This design comes from an exercise in tuning for small area on the open sky130 flow, not from production work. In this exercise RTL edits were held to simulation tests only and were not proved equivalent to the original. Power figures rest on the tool's default switching activity, not on a simulated workload.

P:
==> flow/design.v <==
`timescale 1ns/1ns
`default_nettype none
module top (input wire clk,
            input wire rst,
            input wire mic_data_1,
            input wire mic_data_2,
            output wire serial_tx,
            output wire mic_clk_1,
            output wire mic_clk_2,
            output wire serial_split);
localparam [11:0] NSAMP = 12'd3125;
localparam [11:0] NCMP  = NSAMP - 12'd1;
reg [7:0] cnt;
always @(posedge clk)
  if (rst) cnt <= 8'd0;
  else     cnt <= cnt + 8'd1;
reg fresh;   
always @(posedge clk)
  if (rst) fresh <= 1'b1;
  else if (cnt == 8'd255) fresh <= 1'b0;
assign mic_clk_1 = cnt[1];
assign mic_clk_2 = cnt[1];
wire [1:0] ph = cnt[1:0] - 2'd1;                  
wire snap   = (cnt >= 8'd253) || (cnt == 8'd0);   
wire ifresh = fresh && (cnt[7:2] == 6'd0);        
wire win    = (cnt >= 8'd140) && (cnt < 8'd158);  
wire bfirst = (cnt == 8'd140);
wire zero   = fresh;                               
wire so1, so2;
cicint CIC1 (.clk(clk), .snap(snap), .win(win), .ifresh(ifresh), .ph(ph),
             .d_in(mic_data_1), .so(so1));
cicint CIC2 (.clk(clk), .snap(snap), .win(win), .ifresh(ifresh), .ph(ph),
             .d_in(mic_data_2), .so(so2));
wire [237:0] qa, qb;
combring RA (.clk(clk), .win(win), .bfirst(bfirst), .zero(zero), .x(so1),
             .ext(1'b1), .xin(qb[0]), .q(qa));
combring RB (.clk(clk), .win(win), .bfirst(bfirst), .zero(zero), .x(so2),
             .ext(1'b0), .xin(1'b0), .q(qb));
reg [17:0] a1, a2, a3;
always @(posedge clk)
  if (win) begin
    a1 <= {qa[54] & ~zero, a1[17:1]};
    a2 <= {a1[0] & ~zero, a2[17:1]};
    a3 <= {a2[0] & ~zero, a3[17:1]};
  end
reg        mb0, mb1;
reg [17:0] pa1;
always @* begin
  mb0 = 1'b0;
  if (cnt >= 8'd73 && cnt < 8'd91)        mb0 = qb[139];
  else if (cnt >= 8'd121 && cnt < 8'd139) mb0 = qb[73];
  else if (cnt >= 8'd169 && cnt < 8'd187) mb0 = qb[25];
  else if (cnt >= 8'd217 && cnt < 8'd235) mb0 = qb[197];
  else if (cnt >= 8'd9 && cnt < 8'd27)    mb0 = qa[167];
  mb1 = 1'b0; pa1 = a1;
  if (cnt >= 8'd158 && cnt < 8'd176)      begin mb1 = qb[0];   pa1 = a3; end
  else if (cnt >= 8'd206 && cnt < 8'd224) begin mb1 = qa[226]; pa1 = a2; end
  else if (cnt >= 8'd254 || cnt < 8'd16)  begin mb1 = qa[160]; pa1 = a2; end
  else if (cnt >= 8'd46 && cnt < 8'd64)   mb1 = qa[112];
  else if (cnt >= 8'd94 && cnt < 8'd112)  mb1 = qa[46];
end
reg        act;      
reg [1:0]  q;        
reg        scclr;    
reg        sceq;     
wire [7:0] u  = cnt - 8'd7;
wire [3:0] tl = {q, u[7:6]};           
wire [5:0] ti = u[5:0];                
wire       tend = act && q == 2'd2 && u[7];    
always @(posedge clk)
  if (rst) begin
    act <= 1'b0; q <= 2'd0; scclr <= 1'b0;
  end else begin
    if (cnt == 8'd6) begin
      if (sceq && !fresh) begin act <= 1'b1; q <= 2'd0; end
      else if (act) q <= q + 2'd1;
    end
    if (tend) begin act <= 1'b0; scclr <= 1'b1; end
    else if (cnt == 8'd68) scclr <= 1'b0;
  end
wire sending = act && !tend && (ti < 6'd48);
reg [255:0] r0, r1;
reg         e0, e1;
wire [9:0] clr;
genvar g;
generate
  for (g = 0; g < 10; g = g + 1) begin : gclr
    assign clr[g] = sending && (tl == g);
  end
endgenerate
wire        in0 = r0[18] & ~clr[3] & ~fresh;
wire        in1 = r1[18] & ~fresh;
wire        inc = (cnt == 8'd57);       
wire [19:0] t0  = {1'b0, e0 & ~fresh, r0[17:0]} + ((mb0 & ~fresh) ? {2'b0, a3}  : 20'd0) + {19'd0, inc};
wire [19:0] t1  = {1'b0, e1 & ~fresh, r1[17:0]} + ((mb1 & ~fresh) ? {2'b0, pa1} : 20'd0);
wire [18:0] w0  = t0[19:1] + {in0, 17'd0};
wire [18:0] w1  = t1[19:1] + {in1, 17'd0};
wire        scw = (cnt >= 8'd57) && (cnt < 8'd69);    
wire        o0  = (scw && scclr) ? inc : t0[0] & ~fresh;
wire [3:0]  scb = cnt[3:0] - 4'd9;                     
always @(posedge clk)
  if (scw) sceq <= (inc | sceq) & (o0 == NCMP[scb]);
reg [255:0] n0, n1;
always @* begin
  n0 = {o0, r0[255:19], w0[17:0]};
  n1 = {t1[0] & ~fresh, r1[255:19], w1[17:0]};
  if (clr[0]) n0[65]  = 1'b0;
  if (clr[1]) n0[49]  = 1'b0;
  if (clr[2]) n0[33]  = 1'b0;
  if (clr[5]) n0[193] = 1'b0;
  if (clr[4]) n1[150] = 1'b0;
  if (clr[6]) n1[70]  = 1'b0;
  if (clr[7]) n1[54]  = 1'b0;
  if (clr[8]) n1[38]  = 1'b0;
  if (clr[9]) n1[22]  = 1'b0;
end
always @(posedge clk) begin
  r0 <= n0;
  r1 <= n1;
  e0 <= w0[18];
  e1 <= w1[18];
end
reg tb;
always @* begin
  case (tl)
    4'd0: tb = r0[66];
    4'd1: tb = r0[50];
    4'd2: tb = r0[34];
    4'd3: tb = r0[18];
    4'd4: tb = r1[151];
    4'd5: tb = r0[194];
    4'd6: tb = r1[71];
    4'd7: tb = r1[55];
    4'd8: tb = r1[39];
    default: tb = r1[23];
  endcase
end
wire tx = !(act && !tend) | (sending & tb);
assign serial_tx = tx;
assign serial_split = tx;
endmodule
module cicint (input wire clk, input wire snap, input wire win,
               input wire ifresh, input wire [1:0] ph, input wire d_in,
               output wire so);
reg [19:0] i1, i2, i3, i4, i5;
reg        c1, c2, c3, c4, c5;
reg [17:0] dt;
wire       first = (ph == 2'd0);
wire [4:0] h1 = ifresh ? 5'd0 : i1[4:0];
wire [4:0] h2 = ifresh ? 5'd0 : i2[4:0];
wire [4:0] h3 = ifresh ? 5'd0 : i3[4:0];
wire [4:0] h4 = ifresh ? 5'd0 : i4[4:0];
wire [4:0] h5 = ifresh ? 5'd0 : i5[4:0];
wire [5:0] s1 = {1'b0, h1} + {5'd0, first ? d_in : c1 & ~ifresh};
wire [5:0] s2 = {1'b0, h2} + {1'b0, h1} + {5'd0, ~first & ~ifresh & c2};
wire [5:0] s3 = {1'b0, h3} + {1'b0, h2} + {5'd0, ~first & ~ifresh & c3};
wire [5:0] s4 = {1'b0, h4} + {1'b0, h3} + {5'd0, ~first & ~ifresh & c4};
wire [5:0] s5 = {1'b0, snap ? 5'd0 : h5} + {1'b0, h4} + {5'd0, ~first & ~ifresh & c5};
always @(posedge clk) begin
  i1 <= {s1[4:0], i1[19:5]};
  i2 <= {s2[4:0], i2[19:5]};
  i3 <= {s3[4:0], i3[19:5]};
  i4 <= {s4[4:0], i4[19:5]};
  i5 <= {s5[4:0], i5[19:5]};
  c1 <= s1[5]; c2 <= s2[5]; c3 <= s3[5]; c4 <= s4[5]; c5 <= s5[5];
end
reg [17:0] dn;
always @* begin
  dn = {dt[0], dt[17:1]};
  if (snap)
    case (ph)
      2'd0: begin dn[16] = h5[0]; dn[17] = h5[1]; dn[0] = h5[2]; dn[1] = h5[3]; dn[2] = h5[4]; end
      2'd1: begin dn[2] = h5[0]; dn[3] = h5[1]; dn[4] = h5[2]; dn[5] = h5[3]; dn[6] = h5[4]; end
      2'd2: begin dn[6] = h5[0]; dn[7] = h5[1]; dn[8] = h5[2]; dn[9] = h5[3]; dn[10] = h5[4]; end
      default: begin dn[10] = h5[0]; dn[11] = h5[1]; dn[12] = h5[2]; end
    endcase
end
always @(posedge clk) dt <= dn;
assign so = dt[0];
endmodule
module combring (input wire clk, input wire win, input wire bfirst,
                 input wire zero, input wire x, input wire ext,
                 input wire xin, output wire [237:0] q);
reg  [237:0] r;
reg  [3:0]   bw;
wire [3:0] xs = {r[108], r[144], r[180], r[216]};
wire [3:0] ys = {r[90],  r[126], r[162], r[198]};
wire [3:0] bin = bfirst ? 4'd0 : bw;
wire [3:0] df  = xs ^ ys ^ bin;
wire [3:0] bo  = (~xs & ys) | (~(xs ^ ys) & bin);
reg  [237:0] n;
integer k;
always @* begin
  n = {r[0], r[237:1]};
  if (win) begin
    n[233] = x;
    n[197] = df[0];
    n[161] = df[1];
    n[125] = df[2];
    n[89]  = df[3];
    if (ext) n[53] = xin;
    if (zero)
      for (k = 0; k < 13; k = k + 1) n[18*k+17] = 1'b0;
  end
end
always @(posedge clk) begin
  r <= n;
  bw <= bo;
end
assign q = r;
endmodule
Settings: LEC_CHECK=0, CAP_MARGIN=20, CORE_MARGIN=2, CORE_UTILIZATION=60, CTS_BUF_LIST=sky130_fd_sc_hd__clkbuf_8, CTS_CLUSTER_DIAMETER=50, CTS_CLUSTER_SIZE=20, PLACE_DENSITY=0.7, SLEW_MARGIN=20; clock period 10.0 ns.
standard.sh (not shown) runs the stock make flow with config.mk's settings and CLKGATE_MAP_FILE= SYNTH_SCRIPT=/design/flow/synth_recipe.tcl, a recipe that flattens the netlist after the stock synthesis.
==> flow/flow/run.sh <==
#!/bin/bash
set -euo pipefail
export CTS_ARGS="-sink_clustering_enable -repair_clock_nets -sink_clustering_size 20 -sink_clustering_max_diameter 50 -buf_list sky130_fd_sc_hd__clkbuf_8 -dont_use_dummy_load"
bash standard.sh finish > standard_flow.log 2>&1
> inputs changed (P -> Q)
--- a/flow/design.v
+++ b/flow/design.v
@@ -91,10 +91,29 @@
 wire        in0 = r0[18] & ~clr[3] & ~fresh;
 wire        in1 = r1[18] & ~fresh;
 wire        inc = (cnt == 8'd57);       
-wire [19:0] t0  = {1'b0, e0 & ~fresh, r0[17:0]} + ((mb0 & ~fresh) ? {2'b0, a3}  : 20'd0) + {19'd0, inc};
-wire [19:0] t1  = {1'b0, e1 & ~fresh, r1[17:0]} + ((mb1 & ~fresh) ? {2'b0, pa1} : 20'd0);
-wire [18:0] w0  = t0[19:1] + {in0, 17'd0};
-wire [18:0] w1  = t1[19:1] + {in1, 17'd0};
+wire [17:0] x0 = r0[17:0];
+wire [17:0] x1 = r1[17:0];
+wire [17:0] y0 = a3  & {18{mb0 & ~fresh}};
+wire [17:0] y1 = pa1 & {18{mb1 & ~fresh}};
+wire [18:0] k0, k1;                        
+assign k0[0] = inc & ~fresh;
+assign k1[0] = 1'b0;
+genvar gb;
+generate
+  for (gb = 0; gb < 18; gb = gb + 1) begin : gadd
+    assign k0[gb+1] = (x0[gb] & y0[gb]) | (x0[gb] & k0[gb]) | (y0[gb] & k0[gb]);
+    assign k1[gb+1] = (x1[gb] & y1[gb]) | (x1[gb] & k1[gb]) | (y1[gb] & k1[gb]);
+  end
+endgenerate
+wire [19:0] t0, t1;
+assign t0[17:0] = x0 ^ y0 ^ k0[17:0];
+assign t1[17:0] = x1 ^ y1 ^ k1[17:0];
+assign t0[18] = (e0 & ~fresh) ^ k0[18];
+assign t1[18] = (e1 & ~fresh) ^ k1[18];
+assign t0[19] = e0 & ~fresh & k0[18];
+assign t1[19] = e1 & ~fresh & k1[18];
+wire [18:0] w0 = {t0[19] | (t0[18] & in0), t0[18] ^ in0, t0[17:1]};
+wire [18:0] w1 = {t1[19] | (t1[18] & in1), t1[18] ^ in1, t1[17:1]};
 wire        scw = (cnt >= 8'd57) && (cnt < 8'd69);    
 wire        o0  = (scw && scclr) ? inc : t0[0] & ~fresh;
 wire [3:0]  scb = cnt[3:0] - 4'd9;                     
@@ -151,11 +170,18 @@
 wire [4:0] h3 = ifresh ? 5'd0 : i3[4:0];
 wire [4:0] h4 = ifresh ? 5'd0 : i4[4:0];
 wire [4:0] h5 = ifresh ? 5'd0 : i5[4:0];
-wire [5:0] s1 = {1'b0, h1} + {5'd0, first ? d_in : c1 & ~ifresh};
-wire [5:0] s2 = {1'b0, h2} + {1'b0, h1} + {5'd0, ~first & ~ifresh & c2};
-wire [5:0] s3 = {1'b0, h3} + {1'b0, h2} + {5'd0, ~first & ~ifresh & c3};
-wire [5:0] s4 = {1'b0, h4} + {1'b0, h3} + {5'd0, ~first & ~ifresh & c4};
-wire [5:0] s5 = {1'b0, snap ? 5'd0 : h5} + {1'b0, h4} + {5'd0, ~first & ~ifresh & c5};
+wire       ci1 = first ? d_in : c1 & ~ifresh;
+wire       ci2 = ~first & ~ifresh & c2;
+wire       ci3 = ~first & ~ifresh & c3;
+wire       ci4 = ~first & ~ifresh & c4;
+wire       ci5 = ~first & ~ifresh & c5;
+wire [4:0] g5  = snap ? 5'd0 : h5;        
+wire [5:0] s1, s2, s3, s4, s5;
+rip5 A1 (.a(h1), .b(5'd0), .ci(ci1), .s(s1));
+rip5 A2 (.a(h2), .b(h1),   .ci(ci2), .s(s2));
+rip5 A3 (.a(h3), .b(h2),   .ci(ci3), .s(s3));
+rip5 A4 (.a(h4), .b(h3),   .ci(ci4), .s(s4));
+rip5 A5 (.a(g5), .b(h4),   .ci(ci5), .s(s5));
 always @(posedge clk) begin
   i1 <= {s1[4:0], i1[19:5]};
   i2 <= {s2[4:0], i2[19:5]};
@@ -209,3 +235,15 @@
 end
 assign q = r;
 endmodule
+module rip5 (input wire [4:0] a, input wire [4:0] b, input wire ci,
+             output wire [5:0] s);
+wire [5:0] k;
+assign k[0] = ci;
+genvar i;
+generate
+  for (i = 0; i < 5; i = i + 1) begin : g
+    assign {k[i+1], s[i]} = {1'b0, a[i]} + {1'b0, b[i]} + {1'b0, k[i]};
+  end
+endgenerate
+assign s[5] = k[5];
+endmodule
--- outcome ---
Compared to P, Q has number of multi-input combinational cells in the layout 262 lower.
Relative to P, Q degrades timing-limited maximum frequency.
Q finished all stages; the layout is clean.
NOTE: number of global-route vias before repair in Q falls short of that of P
Between Q and P, the latest clock arrival within the worst-skew pair is lower for Q.
The detailed-route wire length reported for Q is smaller than that of P by 7.8%.
Summary of Q over P: total power went down by 0.35%; number of hold-slack violations in the final timing report comparable.
Synthesis-to-layout area growth: Q > P
Higher share of the final layout cell area in sequential cells among Q and P: Q
Taking P as the reference point, the netlist area before placement of Q falls by about 4.3%.
Comparing Q against P, there is no change at all in maximum count of clock buffers along a single path.

[separate check: timing with driven ports]
In the flow no input, the clock included, has a driving cell. The finished layouts below were timed again as built, in two steps.
Step 1: set_driving_cell puts a clkbuf_16 on clk and a buf_2 on each other input, an assumption about the parent block.
Step 2 adds t to the input delays and takes it off the output delays; t is the mean of the earliest and latest rising clock arrival at the registers after step 1. Input paths then give back, and output paths get back, about the clock's delay inside the block.
Slacks: no drivers / after step 1 / after step 2; pairs: no drivers / after step 1.
run | t (ns) | slack for setup (ns) | worst setup path after step 2 | worst data-port slew with drivers (ns) | cell pins on the clock port's net
P | 0.707 | 4.404 / 4.352 / 5.010 | register to register | 0.10 | 1
Q | 0.697 | 0.426 / 0.426 / 0.426 | register to register | 0.07 | 1
After both steps every run listed still meets setup and hold.
